Context: an optimization exercise on an open-source flow, tuned for small area. The choices shown serve that exercise and are no tape-out recipe.
Only simulation tests tie the RTL to the original design; equivalence was not proved.
Power figures rest on the tool's default switching activity, not on a simulated workload.

--- flow/run.sh ---
#!/bin/bash
# Layout flow: the standard flow (standard.sh) with two changes.
# 1. Synthesis is the standard flow's synthesis script with the ABC step given an
#    area-oriented script (flow/area.abc) and without the adder-cell mapping.
#    Registers, their names and their cell types are those of the standard
#    synthesis; only the combinational mapping differs.
# 2. Ports are buffered with sky130_fd_sc_hd__buf_1.
# 3. Clock tree synthesis does not add dummy clock loads.
# Each tool's full output stays in the ORFS logs folder (orfs/logs/...); the
# make output of each step is written to a log file here.
set -euo pipefail
HERE=$(pwd)
MAKECMD=$(grep '^make ' standard.sh)
MAKECMD=$(echo "$MAKECMD" | sed -E "s#SYNTH_SCRIPT=[^ ]+#SYNTH_SCRIPT=$HERE/flow/area_synth.tcl ADDER_MAP_FILE=#; s#\"\\\$\{@:-finish\}\"#synth#")
echo "$MAKECMD" > synth_cmd.log
export MY_ABC_SCRIPT=$HERE/flow/area.abc
eval "$MAKECMD" > synth_make.log 2>&1
export BUFFER_PORTS_ARGS="-buffer_cell sky130_fd_sc_hd__buf_1"
export CTS_ARGS="-sink_clustering_enable -repair_clock_nets -sink_clustering_size 7 -sink_clustering_max_diameter 30 -buf_list {sky130_fd_sc_hd__clkbuf_2 sky130_fd_sc_hd__clkbuf_4} -dont_use_dummy_load"
bash standard.sh > standard_make.log 2>&1
--- flow/area.abc ---
strash
ifraig
dc2
dc2
dch -f
amap
strash
ifraig
dc2
dc2
dch -f
amap
topo
stime -c
--- flow/area_synth.tcl ---
proc synth {args} { yosys synth -nofsm -noshare {*}$args }
proc abc {args} {
  set i [lsearch -exact $args -script]
  if {$i >= 0} { lset args [expr {$i + 1}] $::env(MY_ABC_SCRIPT) }
  yosys abc {*}$args
}
source $::env(SCRIPTS_DIR)/synth.tcl
# left out here: clear keep_hierarchy, flatten, clean up, hide names made inside functions, write 1_2_yosys.v
--- standard.sh ---
#!/bin/bash
# synth_recipe.tcl (not shown) runs the flow's synth.tcl, then flattens the netlist and writes it again
# the make line also repeats each setting of config.mk as NAME=value (left out here)
make -C /OpenROAD-flow-scripts/flow DESIGN_CONFIG=/design/flow/config.mk WORK_HOME=/design/flow/orfs CLKGATE_MAP_FILE= SYNTH_SCRIPT=/design/flow/synth_recipe.tcl "${@:-finish}"
--- config.mk ---
export PLATFORM = sky130hd
export DESIGN_NAME = brain_m
export DESIGN_NICKNAME = brain_m
export VERILOG_FILES = /design/flow/design.v
export SDC_FILE = /design/flow/constraint.sdc
export NUM_CORES = 4
export LEC_CHECK = 0
export CAP_MARGIN = 0
export CORE_MARGIN = 2
export CORE_UTILIZATION = 60
export CTS_BUF_LIST = sky130_fd_sc_hd__clkbuf_2 sky130_fd_sc_hd__clkbuf_4 sky130_fd_sc_hd__clkbuf_8
export CTS_CLUSTER_DIAMETER = 60
export CTS_CLUSTER_SIZE = 20
export PLACE_DENSITY = 0.7
export SLEW_MARGIN = 0
--- constraint.sdc ---
create_clock -name core_clock -period 10.0 [get_ports {clk}]
set_input_delay 2.0000 -clock core_clock [delete_from_list [all_inputs] [get_ports {clk}]]
set_output_delay 2.0000 -clock core_clock [all_outputs]
set_load 0.01 [all_outputs]
--- design.v ---
module sensory_neuron(clk, rst, distance, start, wnext);
	input clk, rst, start;
	input [6:0] distance;
	output [6:0] wnext;
	reg [6:0] d1;
	reg [99:0] Xn, Yn;
	reg F, E1;
	wire nr = ~rst;
	wire st = start & nr;
	wire g = F & E1;
	wire [99:0] m;
	wire [7:0] plo;
	wire [15:0] phi;
	genvar k;
	generate
		for (k = 0; k < 8; k = k + 1) begin : g_lo
			assign plo[k] = nr & ~g & (d1[2:0] == k);
		end
		for (k = 0; k < 16; k = k + 1) begin : g_hi
			assign phi[k] = (d1[6:3] == k);
		end
		for (k = 0; k < 100; k = k + 1) begin : g_m
			assign m[k] = plo[(k + 2) % 8] & phi[(k + 2) / 8];
		end
	endgenerate
	wire fire = |(~Xn & ~Yn & m);
	always @(posedge clk) begin
		d1 <= distance;
		E1 <= (distance == d1);
		F <= fire;
		Xn <= ~((Xn & {100{st}}) | (~Xn & ((Yn & {100{nr}}) | (~Yn & m))));
		Yn <= Xn;
	end
	assign wnext = fire ? d1 : 7'd0;
endmodule
module direction_ganglion(clk, rst, wnext, start, acat_flat, dsc_flat, colr1);
	input clk, rst, start;
	input [6:0] wnext;
	output reg [1:0] acat_flat;
	output reg [6:0] dsc_flat;
	output reg colr1;
	localparam [3:0] G0 = 4'd0, G1 = 4'd1, G3 = 4'd2, G4 = 4'd3,
	                 G5 = 4'd4, G6 = 4'd5, G7 = 4'd6, G8 = 4'd7;
	reg [3:0] st;
	reg [6:0] ascnt, dscnt, dR;
	reg gt, lt;
	always @(posedge clk) begin
		if (rst) begin
			st <= G0;
			acat_flat <= 2'd0;
			dsc_flat <= 7'd0;
			colr1 <= 1'b0;
		end else begin
			if (st[3])
				st <= (st == 4'b1111) ? G3 : st + 4'd1;
			else case (st)
				G0: st <= start ? G1 : G0;
				G1: st <= 4'b1000;
				G3: st <= G4;
				G4: st <= gt ? G5 : lt ? G6 : 4'b1000;
				G5, G6: st <= start ? 4'b1000 : G7;
				G7: st <= G8;
				default: st <= G0;
			endcase
			if (st == G7) begin
				acat_flat <= (ascnt == 7'd0) ? 2'd0 : (ascnt < 7'd100) ? 2'd1 : (ascnt == 7'd100) ? 2'd2 : 2'd3;
				dsc_flat <= dscnt;
				colr1 <= 1'b1;
			end
		end
		if ((st == G0 && start) || st == 4'b1111)
			dR <= wnext;
		if (st == 4'b1111) begin
			gt <= dR > wnext;
			lt <= dR < wnext;
		end
		if (st == G0) begin
			ascnt <= 7'd0;
			dscnt <= 7'd0;
		end
		if (st == G5)
			dscnt <= dscnt + 7'd1;
		if (st == G6)
			ascnt <= ascnt + 7'd1;
	end
endmodule
module inter_neuron(clk, rst, mode, flat, v);
	input clk, rst, mode;
	input [6:0] flat;
	output reg [19:0] v;
	reg [1:0] us;
	reg hhit;
	reg [4:0] hidx;
	reg [1:0] pc;
	reg [4:0] pidx;
	reg dhit;
	reg [4:0] didx;
	always @(*) begin
		dhit = 1'b1;
		case (flat)
			7'd100: didx = 5'd0;  7'd95: didx = 5'd1;  7'd90: didx = 5'd2;  7'd85: didx = 5'd3;
			7'd80: didx = 5'd4;   7'd75: didx = 5'd5;  7'd70: didx = 5'd6;  7'd65: didx = 5'd7;
			7'd60: didx = 5'd8;   7'd55: didx = 5'd9;  7'd50: didx = 5'd10; 7'd45: didx = 5'd11;
			7'd40: didx = 5'd12;  7'd35: didx = 5'd13; 7'd30: didx = 5'd14; 7'd25: didx = 5'd15;
			7'd20: didx = 5'd16;  7'd15: didx = 5'd17; 7'd10: didx = 5'd18; 7'd5: didx = 5'd19;
			default: begin dhit = 1'b0; didx = 5'd0; end
		endcase
	end
	wire event_ = us[1] & hhit;
	reg [19:0] lower;
	integer i;
	always @(*) begin
		lower[0] = 1'b0;
		for (i = 1; i < 20; i = i + 1)
			lower[i] = lower[i-1] | v[i-1];
	end
	always @(posedge clk) begin
		if (rst) begin
			us <= 2'd0;
			pc <= 2'd0;
			v <= 20'd0;
		end else begin
			case (us)
				2'd0: us <= mode ? 2'd0 : 2'd1;
				2'd1: us <= 2'd2;
				default: us <= 2'd0;
			endcase
			if (event_)
				pc <= 2'd1;
			else if (pc != 2'd0)
				pc <= pc + 2'd1;
			if (pc == 2'd3)
				for (i = 0; i < 20; i = i + 1)
					if (pidx == i && !lower[i])
						v[i] <= 1'b1;
		end
		hhit <= dhit;
		hidx <= didx;
		if (event_)
			pidx <= hidx;
	end
endmodule
module memory_neuron(v, rAddr, hit, th, dot);
	input [19:0] v;
	input [4:0] rAddr;
	output hit;
	output [6:0] th;
	output [4:0] dot;
	wire [31:0] vx = {12'd0, v};
	assign hit = vx[rAddr];
	assign th = 7'd100 - {rAddr, 2'b00} - {2'b00, rAddr};
	assign dot = hit ? rAddr : 5'd0;
endmodule
module intelligent_stimuli_comparison_unit(clk, rst, E, acat_in, dsc, mode, hit, th, dot,
	colr1, colr, oe, dot_m, c);
	input clk, rst, E, mode, colr1, hit;
	input [1:0] acat_in;
	input [6:0] dsc, th;
	input [4:0] dot;
	output reg colr, oe;
	output reg [4:0] dot_m;
	output reg [4:0] c;
	localparam [4:0] S0 = 5'd0, S1 = 5'd1, S2 = 5'd2, S3 = 5'd3, S4a = 5'd4, S5 = 5'd5,
	                 S6 = 5'd6, S7 = 5'd7, S8 = 5'd8, S9 = 5'd9, S10 = 5'd10, S11 = 5'd11,
	                 S12 = 5'd12, S13 = 5'd13, S14 = 5'd14, S15 = 5'd15, S16 = 5'd16,
	                 S17 = 5'd17, S18 = 5'd18, S19 = 5'd19, S4b = 5'd20, S21 = 5'd21,
	                 S22 = 5'd22, S23 = 5'd23, S24 = 5'd24, S11n = 5'd25;
	reg [4:0] state, nextstate;
	reg [1:0] acat;
	reg [7:0] dscReg;
	reg vL;
	reg [2:0] cnt;
	reg colrHold, oeHold;
	reg [4:0] dot_mHold;
	wire cdone = cnt[2] & ~cnt[1];	 
	wire counting = (state == S8) | (state == S14) | (state == S19) | (state == S21) | (state == S24);
	wire rem1_neg = vL & ~acat[1];
	wire rem1_zero = vL ? (acat == 2'd2) : (acat == 2'd0);
	wire [7:0] rem2 = dscReg - {1'b0, vL ? th : 7'd0};
	always @(*) begin
		nextstate = state;
		colr = colrHold;
		oe = oeHold;
		dot_m = dot_mHold;
		case (state)
			S0: nextstate = mode ? S1 : S0;
			S1: nextstate = E ? S2 : S3;
			S2: nextstate = S4a;
			S4a: nextstate = S5;
			S5: nextstate = rem1_neg ? S6 : rem1_zero ? S8 : S9;
			S6: nextstate = S7;
			S7: nextstate = (c != 5'd12) ? S5 : S11;
			S8: begin
				colr = colr1; dot_m = 5'd0; oe = 1'b1;
				nextstate = cdone ? S10 : S8;
			end
			S9: nextstate = S2;
			S10: begin
				oe = 1'b0;
				nextstate = S5;
			end
			S11: nextstate = rem2[7] ? S12 : (rem2 == 8'd0) ? S14 : S15;
			S12: nextstate = S13;
			S13: nextstate = (c != 5'd12) ? S11n : S0;
			S11n: nextstate = S12;	 
			S14: begin
				colr = 1'b0; dot_m = 5'd0; oe = 1'b1;
				nextstate = cdone ? S16 : S14;
			end
			S15: nextstate = S4b;
			S4b: nextstate = S11;
			S16: begin
				oe = 1'b0;
				nextstate = S11;
			end
			S3: nextstate = S17;
			S17: begin
				oe = 1'b0;
				nextstate = S18;
			end
			S18: nextstate = (acat == 2'd0) ? S19 : S18;
			S19: begin
				colr = colr1; dot_m = 5'd0; oe = 1'b1;
				nextstate = cdone ? S22 : S19;
			end
			S21: nextstate = cdone ? S17 : S21;
			S22: begin
				oe = 1'b0;
				nextstate = (rem2 == 8'd0) ? S24 : S23;
			end
			S23: begin
				colr = 1'b0; dot_m = dot; oe = 1'b1;
				nextstate = S21;
			end
			S24: begin
				colr = 1'b0; dot_m = dot; oe = 1'b1;
				nextstate = cdone ? S0 : S24;
			end
			default: nextstate = state;
		endcase
	end
	always @(posedge clk) begin
		if (rst) begin
			state <= S0;
			colrHold <= 1'b0;
			oeHold <= 1'b0;
			dot_mHold <= 5'd0;
		end else begin
			state <= nextstate;
			colrHold <= colr;
			oeHold <= oe;
			dot_mHold <= dot_m;
		end
		cnt <= counting ? {cnt[1:0], ~cnt[2]} : 3'd0;
		if (state == S1) begin
			acat <= acat_in;
			dscReg <= {1'b0, dsc};
		end
		if (state == S9 && vL)
			acat <= 2'd1;
		if (state == S15 || state == S23)
			dscReg <= rem2;
		if (state == S4a || state == S4b || state == S17)
			vL <= hit;
		if (state == S2 || state == S15 || (state == S7 && c == 5'd12))
			c <= 5'd0;
		if (state == S3)
			c <= 5'd20;
		if (state == S6 || state == S12 || state == S23)
			c <= c - 5'd1;
	end
endmodule
module brain_m(clk, rst, distance, mode, start, E, color, OE, shape);
	input clk, rst, mode, start, E;
	input [6:0] distance;
	output color, OE;
	output [4:0] shape;
	wire [6:0] wnext, dsc_flat, th;
	wire [1:0] acat_flat;
	wire [4:0] dot, rAddr;
	wire colr1, hit;
	wire [19:0] v;
	sensory_neuron s(clk, rst, distance, start, wnext);
	direction_ganglion d(clk, rst, wnext, start, acat_flat, dsc_flat, colr1);
	inter_neuron in(clk, rst, mode, dsc_flat, v);
	memory_neuron m(v, rAddr, hit, th, dot);
	intelligent_stimuli_comparison_unit iscu(clk, rst, E, acat_flat, dsc_flat, mode, hit, th, dot,
		colr1, color, OE, shape, rAddr);
endmodule
==> results.cfg <==
[run_status]
status = timing/DRC/antenna clean

[floorplan]
io_pins = 19
core_area_mm2 = 0.0195
start_util_pct = 61.3
die_w_um = 145
core.rowCount = 51
die-area_mm2 = 0.0210
die_h_um = 145

[worst_setup_path]
slowest_delay_ns = 0.63
cp_max_fo = 47
cp_slowest_cell = or3_1
worstSetupEndpointType = register
path_cells = clkbuf_2 -> buf_4 -> clkinv_2 -> nand3_1 -> or3_1 -> nor4_1 -> nor4_1 -> nand4_1 -> nor4_1 -> nand2_1 -> clkinv_1 -> nor2_1 -> clkinv_1 -> o221ai_1 -> or3_1 -> a2111oi_0 -> o21a_1 -> nor2_1
worst_r2r_startpoint = s.d1[6]$_DFF_P_
cpMostUsedCell = nor4_1
crit_start = rst
worstPathArrival_ns = 6.76
start_kind = input port
crit_type = in -> reg
worst_ep_required_time_ns = 10.38

[yosys]
synth_area_mm2 = 0.0119
synth_edf_count = 42
synth_cells = 1363
ys.flop_type = dfxtp_1
avgSynthCellArea_um2 = 8.75
synth-seq-area-share_pct = 55.9
synth_nets = 1375
yosys_register_bits = 312
synth_cell_types = 44
async_flop_share_pct = 0
ys_warn_count = 4

[timing]
slew_viol_final = 0
finalCriticalPeriod_ns = 6.38
finalClockSkew_ns = 0.0873
setup_viol = 0
fin_tns_setup_ns = 0
rsz0062_at_grt = no
hold_viol = 0
slew_headroom_pct = 29.4
fmax_ghz = 0.157
tightest_slew_ns = 1.06
fin_crit_sh_pct = 63.8

[detailed_routing]
drtPass1Iterations = 5
post-route-drc-count = 0
vias = 10255
post_drt_wl_per_cell_um = 16.4
wirelength_um = 28100
viasPerCell = 6.00
drtIter0Drc = 580
ant_nets = 0

[clocking]
cts_buffers = 59
cts_max_path_buffers = 3
hold_buffers = 0
ctsResizeCount = 0
h-tree-depth = 2
worstSkewPairLatency_ns = 0.69
clk_pin_slew_ns = 0.07
clock-sinks = 312
cts-root-buf = clkbuf_4
cts_tree = done
post_cts_buffers = 0

[global_route]
overflow = 0
grt_pass1_vias = 9580
grt_pass1_wl_um = 46100
gr-usage-all-layers_pct = 26.2
antenna_found_initial = 1
grt_max_degree = 99

[flow_run]
cap_violations = 0

[pwr]
peakVddDrop_mv = 0.129
pwr-share-seq_pct = 57.4
clock_power_share_pct = 25.6
p_sw_share_pct = 30.3
p_int_uw = 1810
powerDensity_mw_per_mm2 = 203
p_comb_share_pct = 17.0
switchingPower_uw = 788
p_leak_uw = 0.00454

[placement]
dp_hpwl_um = 18800
gp_congestion = 0.948
io_buffers = 18
dpl_cell_area_mm2 = 0.0123

[layout]
nNetsFinal = 1457
layout-drive-gt1-share_pct = 4.50
fin_area_mm2 = 0.0128
area_growth_pct = 7.30
most-common-layout-cells = dfxtp_1, nor2_1, a21oi_1, nor4_1, nand2_1
final_common_cell = dfxtp_1

[hold_path]
min_from = s.Xn[79]$_DFF_P_
hold_class = reg -> reg
## metrics by stage
step	worst slack [ns]	util [%]	std cells	power, uW	hold slack [ns]
floorplan	3.44	-	1363	1830	0.344
global placement	3.20	63.5	1649	1950	0.351
detailed placement	3.07	63.5	1649	1950	0.355
CTS	3.74	65.7	1708	2610	0.365
global route	3.30	65.7	1709	2760	0.359
finish	3.62	65.7	1709	2600	0.362
## final cells by class
type | instances | area, um^2
Antenna cell | 1 | 2.50
Clock buffer | 59 | 443
Fill cell | 1677 | 6670
Inverter | 82 | 310
Multi-Input combinational cell | 969 | 4950
Sequential cell | 312 | 6670
Tap cell | 265 | 332
Timing Repair Buffer | 21 | 91.3
## cell usage after synthesis (3+ instances only)
cell type | number | area (um^2)
dfxtp_1 | 270 | 5410
nor2_1 | 245 | 920
a21oi_1 | 198 | 991
nor4_1 | 124 | 776
nand2_1 | 97 | 364
clkinv_1 | 82 | 308
nor3_1 | 58 | 290
o21ai_0 | 44 | 220
edfxtp_1 | 42 | 1260
or3_1 | 26 | 163
or2_0 | 25 | 156
nand4_1 | 24 | 150
a31oi_1 | 22 | 138
nand3_1 | 15 | 75.1
o22ai_1 | 14 | 87.6
a211oi_1 | 12 | 90.1
nor2b_1 | 6 | 37.5
o21a_1 | 6 | 45.0
a2111oi_0 | 5 | 43.8
a22oi_1 | 5 | 37.5
or4_1 | 5 | 37.5
a221oi_1 | 4 | 35.0
and3_1 | 3 | 18.8
o221ai_1 | 3 | 26.3
## power by group through the flow
stage / combinational, uW / clock (uW) / sequential [uW]
final: 442 / 667 / 1490
after detailed placement: 433 / 0 / 1520
after CTS: 435 / 688 / 1490
after global placement: 437 / 0 / 1510
after floorplan: 335 / 0 / 1490
after global routing: 499 / 747 / 1510
## state kept, by name, summed over array words and instances, names as in the netlist, 8 cells and up
| signal | cells |
|---|---|
| s.Yn | 100 |
| iscu.dscReg | 8 |
| s.Xn | 100 |
| in.v | 20 |
## kinds of logic (layout without fill, tap and decap cells)
kind of cell / Yosys count / after routing / share of synthesized area (%)
buffers and inverters: 82 / 162 / 2.58
and+or+nand+nor: 633 / 633 / 25.4
DFF: 312 / 312 / 55.9
AOI/OAI and AO/OA: 336 / 336 / 16.1
other: 0 / 1 / 0
## final timing paths
path / end / slack, ns / depth (start not counted)
max: d.gt$_DFFE_PP_ / 3.62 / 18
min: s.Yn[79]$_DFF_P_ / 0.36 / 0
max reg2reg: d.gt$_DFFE_PP_ / 5.37 / 16
min reg2reg: s.Yn[79]$_DFF_P_ / 0.36 / 0
## worst max-delay path: cells and delay by family
family / cells / cell delay (ns)
AND/OR/NAND/NOR: 10 / 2.66
buffers and inverters: 5 / 1.28
AO/OA/AOI/OAI: 3 / 0.79
## routing by layer
| metal | share of wire, % | global-route usage (%) | wire (um) | up-vias |
|---|---|---|---|---|
| li1 | - | - | - | 5183 |
| met1 | 43 | 33.0 | 12200 | 4737 |
| met2 | 48 | 44.9 | 13600 | 276 |
| met3 | 5.6 | 5.06 | 1580 | 59 |
| met4 | 2.6 | 9.90 | 733 | 0 |
| met5 | 0 | 0 | 0 | - |

[afterwards: timing with drivers on the ports]
In the flow no input, the clock included, has a driving cell. The finished layout below was timed again as built, in two steps.
Step 1, drivers: a clkbuf_16 drives clk and a buf_2 each remaining input, both assumed.
Step 2 times the ports against the registers' clock, not the clock port: input delays grow and output delays shrink by t, the midpoint of the rising clock arrivals with the driver on.
a / b / c = ideal / step 1 / step 2; a / b = the first two.
t (ns): 0.700
slack for setup (ns): 3.616 / 3.635 / 2.936
worst data-port slew with drivers (ns): 0.04
After both steps setup and hold are still met in this run. For this run, drivers alone change the setup slack by +0.019 ns; drivers and shift together by -0.680 ns.
